This is an optimization exercise on Yosys and OpenROAD, whose aim is small area and a short achievable clock period, not a production implementation. No functional check of the RTL was part of this run. Power and IR drop assume default switching activity.

==> design.v <==
`timescale 1ns / 1ns
module control(
		input [5:0] instruction,
		output reg [1:0] ALUOp,
		output reg MemRead,
		output reg MemtoReg,
		output reg RegDst,
		output reg Branch, 
		output reg Jump,
		output reg ALUSrc,
		output reg MemWrite,
		output reg RegWrite
		);
always @(*) begin
		if (instruction == 6'b00_0000) begin				 
		ALUOp = 2'b00;
		MemRead = 1'b0;
		MemtoReg = 1'b0;
		RegDst = 1'b1;
      Branch = 1'b0;		
	   ALUSrc = 1'b0;
		MemWrite = 1'b0;
		RegWrite = 1'b1;
		Jump = 1'b0;
		end else if (instruction == 6'b00_0100) begin    
		ALUOp = 2'b01;
		MemRead = 1'b0;
		MemtoReg = 1'b0;
		RegDst = 1'b0;
      Branch = 1'b1;		
	   ALUSrc = 1'b0;
		MemWrite = 1'b0;
		RegWrite = 1'b0;
		Jump = 1'b0;
		end else if (instruction == 6'b00_0101) begin 	 
		ALUOp = 2'b01;
		MemRead = 1'b0;
		MemtoReg = 1'b0;
		RegDst = 1'b0;
      Branch = 1'b1;		
	   ALUSrc = 1'b0;
		MemWrite = 1'b0;
		RegWrite = 1'b0;
		Jump = 1'b0;		
		end else if (instruction == 6'b10_1011) begin    
		ALUOp = 2'b10;
		MemRead = 1'b0;
		MemtoReg = 1'b0;
		RegDst = 1'b0;
      Branch = 1'b0;		
	   ALUSrc = 1'b1;
		MemWrite = 1'b1;
		RegWrite = 1'b0;
		Jump = 1'b0;
		end else if (instruction == 6'b10_0011) begin    
		ALUOp = 2'b10;
		MemRead = 1'b1;
		MemtoReg = 1'b1;
		RegDst = 1'b0;
      Branch = 1'b0;		
	   ALUSrc = 1'b1;
		MemWrite = 1'b0;
		RegWrite = 1'b1;
		Jump = 1'b0;
		end else if (instruction == 6'b00_0010) begin 	 
		ALUOp = 2'b00;
		MemRead = 1'b0;
		MemtoReg = 1'b0;
		RegDst = 1'b0;
      Branch = 1'b0;		
	   ALUSrc = 1'b0;
		MemWrite = 1'b0;
		RegWrite = 1'b0;
		Jump = 1'b1;
		end else if (instruction == 6'b00_1111) begin 	 
		ALUOp = 2'b10;
		MemRead = 1'b1;
		MemtoReg = 1'b1;
		RegDst = 1'b0;
      Branch = 1'b0;		
	   ALUSrc = 1'b1;
		MemWrite = 1'b0;
		RegWrite = 1'b1;
		Jump = 1'b0;
		end else begin
		ALUOp = 2'b00;
		MemRead = 1'b0;
		MemtoReg = 1'b0;
		RegDst = 1'b0;
      Branch = 1'b0;		
	   ALUSrc = 1'b0;
		MemWrite = 1'b0;
		RegWrite = 1'b0;
		Jump = 1'b0;
		end
end
endmodule
`timescale 1ns / 1ns
module ALU_control(
	 input [5:0] instruction,
	 input [1:0] ALUOp,
	 output reg [2:0] func
    );
 always @(*) begin
	if (ALUOp == 2'b00) begin  
		if (instruction == 6'h20) 			 
		func = 3'd0;
		else if (instruction == 6'h22)	 
		func = 3'd1;
		else if (instruction == 6'h24)	 
		func = 3'd2;
		else if (instruction == 6'h25)	 
		func = 3'd3;
		else if (instruction == 6'h27)	 
		func = 3'd4;
		else if (instruction == 6'h2A)	 
		func = 3'd5;
		else
		func = 3'd7;
	end else if (ALUOp == 2'b01) begin
		func = 3'd1;
	end else if (ALUOp == 2'b10) begin
		func = 3'd0;
	end else begin
		func = 3'd7;
	end
   end
endmodule
`timescale 1ns / 1ns
module ALU(
    a,
    b,
	 func,
    out,
    zero_flag
    );
	 parameter size = 32;
    input [size-1:0] a;
    input [size-1:0] b;
	 input [2:0] func;
    output reg [size-1:0] out;
    output reg zero_flag;
	always @(*) begin
	case (out) 
	0: zero_flag = 1'b1;
	default: zero_flag = 1'b0;
	endcase
	end
	always @(*) begin
		if (func == 3'd0) 
		out = a+b;
		else if (func == 3'd1)
		out = a-b;
		else if (func == 3'd2)
		out = a&b;
		else if (func == 3'd3)
		out = a|b;
		else if (func == 3'd4)
		out = ~(a|b);
		else if (func == 3'd5)	 
		out = (a < b) ? 1 : 0;					
		else
		out = 0;
   end
endmodule
`timescale 1ns / 1ns
module mux( 
	 sel, 
	 in_0, 
	 in_1,
    out 
    );
parameter size = 32;
input sel;
input [size-1:0] in_0;
input [size-1:0] in_1;
output [size-1:0] out;
assign out = (sel) ? in_1 : in_0;
endmodule
`timescale 1ns / 1ns
module Adder(
    a,
    b,
    sum
    );
parameter size = 32;
input [size-1:0] a;
input [size-1:0] b;
output [size-1:0] sum;
assign sum = a+b;
endmodule
`timescale 1ns / 1ns
module sign_extend( 
							in, 
							out
						);
parameter size = 32;
parameter imm_size = 16;
input [imm_size-1:0] in;
output  [size-1:0] out;
assign out [imm_size-1:0] = in;
genvar i;
generate
for (i=imm_size ; i < size ; i=i+1) begin : seblock
assign out[i] = in[imm_size-1];
end
endgenerate
endmodule
`timescale 1ns / 1ns
module shift_left_2(in,out
    );
parameter size = 32;
input [size-1:0] in;
output [size-1:0] out;
assign out = {in[size-3:0],2'b00};
endmodule
`timescale 1ns / 1ns
module PC(
	 out,					   
	 in,                   
	 clk,
    reset
    );
parameter size = 32;
input clk;
input reset;
input [size-1:0] in;
output reg [size-1:0] out;
always @(posedge clk) begin
	if (reset) 
		out <= 0;
	else
		out <= in;
	end
endmodule
`timescale 1ns / 1ns
module InstrMem(
    data_out,
    data_in,
    read_address,
    write_address,
    write,
	 clk
    );
   parameter data_size = 32;
	parameter address_size = 4;
	parameter memory_depth = 2**address_size;  
	output [data_size-1:0] data_out;
	input [data_size-1:0] data_in;
	input [address_size-1:0] read_address;
	input [address_size-1:0] write_address;
	input write;
	input clk; 
	reg [data_size-1:0] mem [0:memory_depth-1];
	assign data_out = mem[read_address];
	always @(posedge clk) begin
		case (write)
			1: mem [write_address] <= data_in;
		endcase
	end 
endmodule
`timescale 1ns / 1ns
module Memory(
     address,
     data_in,
     data_out,
     read,
     write,
	  clk,
	  reset
    );
	 parameter data_size = 32;
	 parameter address_size = 4;
	 parameter memory_depth = 2**address_size;   
    input [31:0] address;
    input [data_size-1:0] data_in;
    output [data_size-1:0] data_out;
    input read;
    input write;
	 input clk;
	 input reset;
reg [data_size-1:0] mem [0:memory_depth-1];
assign data_out = (read) ?  mem [address[address_size+1:2]] : {data_size{1'b0}};
integer i;
always @(posedge clk) begin
if (reset) begin
	for (i = 0; i < memory_depth; i = i + 1)
		mem[i] <= {data_size{1'b0}};
end else begin
case (write)
1: mem[address[address_size+1:2]] <= data_in;
endcase
end
end
endmodule
module nbit_register_file(
								  write_data, 
                          read_data_1, 
								  read_data_2, 
                          read_sel_1, 
								  read_sel_2, 
                          write_address, 
								  RegWrite, 
								  clk,
								  reset
								  );
    parameter data_width = 32;
    parameter select_width = 5; 						   
	 parameter select_width_2 = 2**select_width;    
    input                                       clk, RegWrite, reset;
    input           [data_width-1:0]            write_data;
    input           [select_width-1:0]          read_sel_1, read_sel_2, write_address;
    output		     [data_width-1:0]            read_data_1, read_data_2;
    reg             [data_width-1:0]            register_file [0:select_width_2-1];
	 assign		read_data_1 = register_file[read_sel_1];
	 assign		read_data_2 = register_file[read_sel_2];
    integer i;
    always @ (posedge clk) begin
        if (reset) begin
            for (i = 0; i < select_width_2; i = i + 1)
                register_file[i] <= 10*i;
        end else if (RegWrite) 
            register_file[write_address] <= write_data;
    end
endmodule
`timescale 1ns / 1ps
module cpu(
    rst,
	 clk,
	 next_instruction,
	 count,
	 start,
	 mem_write,
	 wb_en,
	 wb_addr,
	 wb_data,
	 st_en,
	 st_addr,
	 st_data
    );
    input rst, clk, start, mem_write;
	 input [31:0] next_instruction;
	 output reg [3:0] count;
	 output wb_en;
	 output [4:0] wb_addr;
	 output [31:0] wb_data;
	 output st_en;
	 output [3:0] st_addr;
	 output [31:0] st_data;
	 wire [31:0] instruction;
	 reg cpu_started;
	 assign instruction = (cpu_started) ? mem_data_out : 32'b0;
	reg [3:0] mem_address;
	wire [31:0] PC_out, PC_in;
	wire started_now = rst ? 1'b0 : cpu_started;
	wire [3:0] count_now = rst ? 4'b0 : count;
	always @(posedge clk) begin
		if (!started_now)
			mem_address <= count_now;
		else
			mem_address <= PC_out[3:0];
		if (start)
			cpu_started <= 1'b1;
		else
			cpu_started <= started_now;
		if (mem_write)
			count <= count_now + 4'd1;
		else
			count <= count_now;
	end
	wire [31:0] mem_data_out;
	InstrMem imem(mem_data_out, next_instruction, mem_address, count, mem_write, clk);
	 wire [1:0] ALUOp;
	 wire MemRead;
	 wire MemtoReg;
	 wire RegDst;
	 wire Branch; 
	 wire Jump;		 
	 wire ALUSrc;
	 wire MemWrite;
	 wire RegWrite;
    control Control(instruction [31:26], ALUOp, MemRead, MemtoReg, RegDst, Branch, Jump, ALUSrc, MemWrite, RegWrite); 	 
	 wire           [31:0]            write_data;
    wire           [4:0]             write_register;
    wire		       [31:0]            read_data_1, read_data_2;
	 wire				 [31:0]            ALUOut, MemOut;
	 mux #(5) Write_Reg_MUX (RegDst, instruction[20:16], instruction[15:11], write_register);
	 nbit_register_file Register_File(write_data, read_data_1, read_data_2, instruction[25:21] , instruction[20:16], write_register, RegWrite, clk, rst);
	 wire [31:0] immediate;
    sign_extend Sign_Extend( instruction[15:0], immediate);
	 wire [31:0] ALU_input_2;
    wire zero_flag;
	 wire [2:0] ALU_function;
	 mux #(32) ALU_Input_2_Mux (ALUSrc, read_data_2, immediate, ALU_input_2);
	 ALU_control ALU_Control(instruction[5:0], ALUOp, ALU_function);
    ALU ALU(read_data_1, ALU_input_2, ALU_function, ALUOut, zero_flag);
	 Memory Data_Memory(ALUOut, read_data_2, MemOut, MemRead, MemWrite, clk, rst);
    mux #(32) ALU_Mem_Select_MUX (MemtoReg, ALUOut, MemOut, write_data);	 
	 PC Program_Counter(PC_out, PC_in, clk, rst);
	 wire [31:0] PC_plus_4;
	 Adder #(32) PC_Increment_Adder (PC_out, 32'd1, PC_plus_4);   
	 wire [31:0] Branch_target_address;
	 wire [31:0] immediate_x_4;
	 shift_left_2 #(32) Shift_Left_Two (immediate, immediate_x_4);
	 Adder #(32) Branch_Target_Adder (PC_plus_4, immediate_x_4, Branch_target_address);
	 wire [31:0] Jump_target_address;	
	 wire [27:0] Jump_target_x_4;			
	 shift_left_2 #(28) Shift_Left_Too ({2'b00, instruction[25:0]}, Jump_target_x_4);	
	 assign Jump_target_address[31:28] = PC_plus_4[31:28];			
	 assign Jump_target_address[27:0] = Jump_target_x_4;	
	 wire PCSrc, beq, bne, is_bne;			
	 assign is_bne = instruction[26];
	 and Branch_And (beq, Branch, ~is_bne, zero_flag);			
	 and BNE_And (bne, Branch, is_bne, ~zero_flag);					
	 or branch_or (PCSrc, beq, bne);				
	 wire [31:0] Branched_PC;			
	 mux #(32) Branch_MUX (PCSrc, PC_plus_4, Branch_target_address, Branched_PC);	
	 mux #(32) PC_Input_MUX (Jump, Branched_PC, Jump_target_address, PC_in);		
	 assign wb_en = RegWrite;
	 assign wb_addr = write_register;
	 assign wb_data = write_data;
	 assign st_en = MemWrite;
	 assign st_addr = ALUOut[5:2];
	 assign st_data = read_data_2;
endmodule
==> run.sh <==
#!/bin/bash
# synth_recipe.tcl (not shown) runs the flow's synth.tcl, then flattens the netlist and writes it again
# the make line also repeats each setting of config.mk as NAME=value (left out here)
make -C /OpenROAD-flow-scripts/flow DESIGN_CONFIG=/design/flow/config.mk WORK_HOME=/design/flow/orfs CLKGATE_MAP_FILE= SYNTH_SCRIPT=/design/flow/synth_recipe.tcl finish
==> config.mk <==
export PLATFORM = sky130hd
export DESIGN_NAME = cpu
export DESIGN_NICKNAME = cpu
export VERILOG_FILES = /design/flow/design.v
export SDC_FILE = /design/flow/constraint.sdc
export NUM_CORES = 4
export LEC_CHECK = 0
export CAP_MARGIN = 20
export CORE_MARGIN = 2
export CORE_UTILIZATION = 40
export SLEW_MARGIN = 20
==> constraint.sdc <==
create_clock -name core_clock -period 11.5 [get_ports {clk}]
set_input_delay 2.3000 -clock core_clock [delete_from_list [all_inputs] [get_ports {clk}]]
set_output_delay 2.3000 -clock core_clock [all_outputs]
set_load 0.01 [all_outputs]
==> summary.txt <==
Timing
  • Final setup violation count: 0
  • Unrepaired setup endpoints after global routing: false
  • Final Hold Viols: 0
  • Rel. slew slack: 0.227
  • Least-Margin Pin Slew: 1160 ps
  • Layout Skew: 90.8 ps
  • Fmax: 89.0 MHz
  • Post-route setup TNS: 0 ps
  • Crit share post-route: 0.977
  • Max Slew Vio Count: 0
  • PnR worst setup slack: ~270 ps
  • Tmin final: ~11000 ps

CTS
  • Cts bufs inserted: approximately 220
  • Bufs on Longest Clock Path: 3
  • H-Tree Depth: 4
  • CTS tree: done
  • Skew-Pair Late Insertion Delay: 910 ps
  • Clock sinks: between 2000 and 2500
  • Clk slew on worst S/H paths: 70 ps
  • Root buffer cell: clkbuf_16

Yosys
  • EDFF count, synth: 2048
  • Mapped Area: between 100000 and 150000 um^2
  • Synth Area per Inst: 13.2 um^2
  • Ys flop type: edfxtp_1
  • Netlist cell types: 87
  • Register area share after synthesis: 0.610
  • Net count after synthesis: 7822
  • Synth warn: 8
  • Fraction of registers with async set/reset: 0
  • Seq cells post-synth: 2061
  • Syn Inst Count: 7683

Finish
  • Area grow syn2layout: 13.7%
  • Nets@finish: between 7000 and 8000
  • Finished Layout Cells: ~11000
  • Design area: 115000 um^2
  • Commonest cells after routing, fill and taps aside: edfxtp_1 (2048), nor2_1 (1563), nand2_1 (765)
  • Most common cell after layout, fill and taps aside: edfxtp_1
  • Share of layout cells above drive strength 1: 0.197

Placed design
  • Placer Congestion: about 0.96
  • HPWL Detailed: 210 mm
  • Placed inst area: 107000 um^2
  • Placed Cells: roughly 11000
  • Port bufs: 114
  • Worst slack, placed: 313 ps

Floorplanning
  • Die X: a little over 500 um
  • FP Rows: roughly 180
  • Core ar.: 252000 um^2
  • Initial Utilization: 0.402
  • Die area: 257000 um^2
  • Die height: 507 um
  • I/O pin count: ~120

Routing
  • Via count: 69800
  • DRT antenna net count: 0
  • Starting DRT DRC Count: 9413
  • First-pass iteration count of the detailed router: 8
  • DR DRC count: 0
  • Vias per std cell: 6.21
  • Drt total wl: 348 mm
  • Wirelength per Cell: 31.0 um

Global route
  • Total GRT Usage: 0.266
  • First-pass GRT wire length: 493 mm
  • Largest net degree at the start of global routing: 173
  • Number of global-route vias before repair: 68100
  • Total gr overflow: 0
  • Antenna violations before repair: 13

Power and ir drop
  • Max IR drop VDD: ~180 uV
  • Lkg Pwr: 38.7 nW
  • Pwr/cell area: 198 nW/um^2

Worst setup path
  • CP Capture Type: primary output
  • CP arrival: 8930 ps
  • Max incr delay on CP: 790 ps
  • CP Launch Type: register
  • CP max-delay cell: mux4_4
  • CP Class: reg -> out
  • Req. time, crit path: 9200 ps
  • Crit path max fanout: 24

Hold path
  • Min-delay worst type: reg -> reg

Run
  • Maxcap violations: 0

Outcome
  • Status: timing/DRC/antenna clean
==> Yosys cell counts, types with 6 or more instances <==
library cell  instances  area share
edfxtp_1           2048        0.61
nor2_1             1576       0.058
nand2_1             785       0.029
mux4_2              650        0.14
clkbuf_1            455       0.017
nand2b_1            182       0.011
o21ai_0             182      0.0090
buf_2               176      0.0087
inv_1               163      0.0060
a21oi_1             147      0.0073
o22ai_1             134      0.0083
and3_1              133      0.0082
o221ai_1            129       0.011
ha_1                101       0.012
mux2i_1             100      0.0099
a31oi_1              84      0.0052
nand3_1              64      0.0032
a311oi_1             63      0.0054
buf_1                53      0.0020
a211oi_1             50      0.0037
o21ai_1              42      0.0021
nor3_1               29      0.0014
a22oi_1              28      0.0021
xnor2_1              28      0.0024
a21o_1               19      0.0014
nor2b_1              18      0.0011
o21bai_1             17      0.0013
dfxtp_1              13      0.0026
a221oi_1             12      0.0010
inv_2                12     0.00044
and2_1               10     0.00062
o21a_1               10     0.00074
or3_1                10     0.00062
nand3b_1              9     0.00067
o211ai_1              9     0.00067
a2111oi_0             8     0.00069
xor2_1                8     0.00069
nor4_1                7     0.00043
or2_2                 7     0.00043
a211o_1               6     0.00052
a22o_1                6     0.00052
a41oi_1               6     0.00052
buf_6                 6     0.00067
o31ai_1               6     0.00044
==> worst paths after layout <==
kind | start | to | slack (ps) | cells past startpoint
max reg2reg | register | Program_Counter.out[2]$_SDFF_PP0_ | 2150 | 27
min | Program_Counter.out[0]$_SDFF_PP0_ | Program_Counter.out[0]$_SDFF_PP0_ | 470 | 1
max | register | wb_data[28] | 270 | 28
min reg2reg | Program_Counter.out[0]$_SDFF_PP0_ | Program_Counter.out[0]$_SDFF_PP0_ | 470 | 1
==> state kept, by name (all words and copies together) (netlist names), named ones only <==
signal,cells
Data_Memory.mem,512
Program_Counter.out,4
Register_File.register_file,1024
count,4
cpu_started,1
imem.mem,512
==> area by class of cell <==
type	count	area, um^2
clock inverters	131	1010
clock buffers	273	5660
multi-input cells	4752	37100
well taps	3348	4190
flip-flops and latches	2061	61800
fillers	22200	137000
inverters	176	686
repair buffers	484	4630
diodes	5	12.5
==> cell families (layout without fill, tap and decap cells) <==
group	Yosys count	in the layout	share of synthesized area
buf+inv	871	1064	0.0351
fa+ha+maj	103	103	0.0129
mux	754	754	0.155
flops	2061	2061	0.610
other cells	0	5	0
compound gates	1005	1005	0.0667
simple gates	2853	2854	0.117
xor+xnor	36	36	0.00311
==> critical path, delay by kind of cell, from the launching register on <==
kind | cells | cell delay [ps]
adder cells (fa/ha/maj) | 1 | 490
AO/OA/AOI/OAI | 12 | 2690
AND/OR/NAND/NOR | 2 | 360
flip-flops | 1 | 380
buffers and inverters | 7 | 1380
multiplexers | 5 | 2540
XOR/XNOR | 1 | 150
==> per-layer routing <==
metal  up-vias  track usage  wire (um)
met5         -            0         93
met4        14        0.104      14600
met3       760       0.0559      40400
met2      4393        0.420     161000
met1     35700        0.362     131000
li1      28900            -          -
==> timing repair <==
action,CTS,global route
gates resized for setup,29,72
pin swaps,2,6
hold buffers,0,0
cloned,2,4
endpoints found under the setup margin,30,30
buffers inserted,4,16
==> through the flow <==
stage | power, W | utilization | hold slack, ps
finish | 0.0228 | 0.457 | 473
global route | 0.0235 | 0.457 | 519
detailed placement | 0.0159 | 0.427 | 454
floorplan | 0.0130 | - | 429
CTS | 0.0225 | 0.455 | 468
global placement | 0.0158 | 0.427 | 448
==> report_power, final <==
| group | internal, W | total [W] | switching (W) |
|---|---|---|---|
| combinational | 0.00263 | 0.00751 | 0.00488 |
| clock | 0.00367 | 0.00670 | 0.00303 |
| sequential | 0.00848 | 0.00858 | 0.0000962 |
| total | 0.0148 | 0.0228 | 0.00801 |

re-timing with driven ports:
No port has a modelled driver above. Below, the same layout with a new extraction and two added sets of constraints.
Step 1, drivers: a clkbuf_16 drives clk and a buf_2 each remaining input, both assumed.
Step 2, shift: input delay + t, output delay - t, t = (earliest + latest rising clock arrival at the registers) / 2. This alone moves slack from input paths to output paths.
a / b / c = ideal ports / drivers / drivers and shift; a / b = the first two.
t, ns: 0.968
setup slack, ns: 0.267 / 0.167 / 1.134
hold WS [ns]: 0.473 / 0.473 / 0.473
After both steps this run still meets setup and hold. For this run, drivers alone change the setup slack by -0.100 ns; drivers and shift together by +0.867 ns.
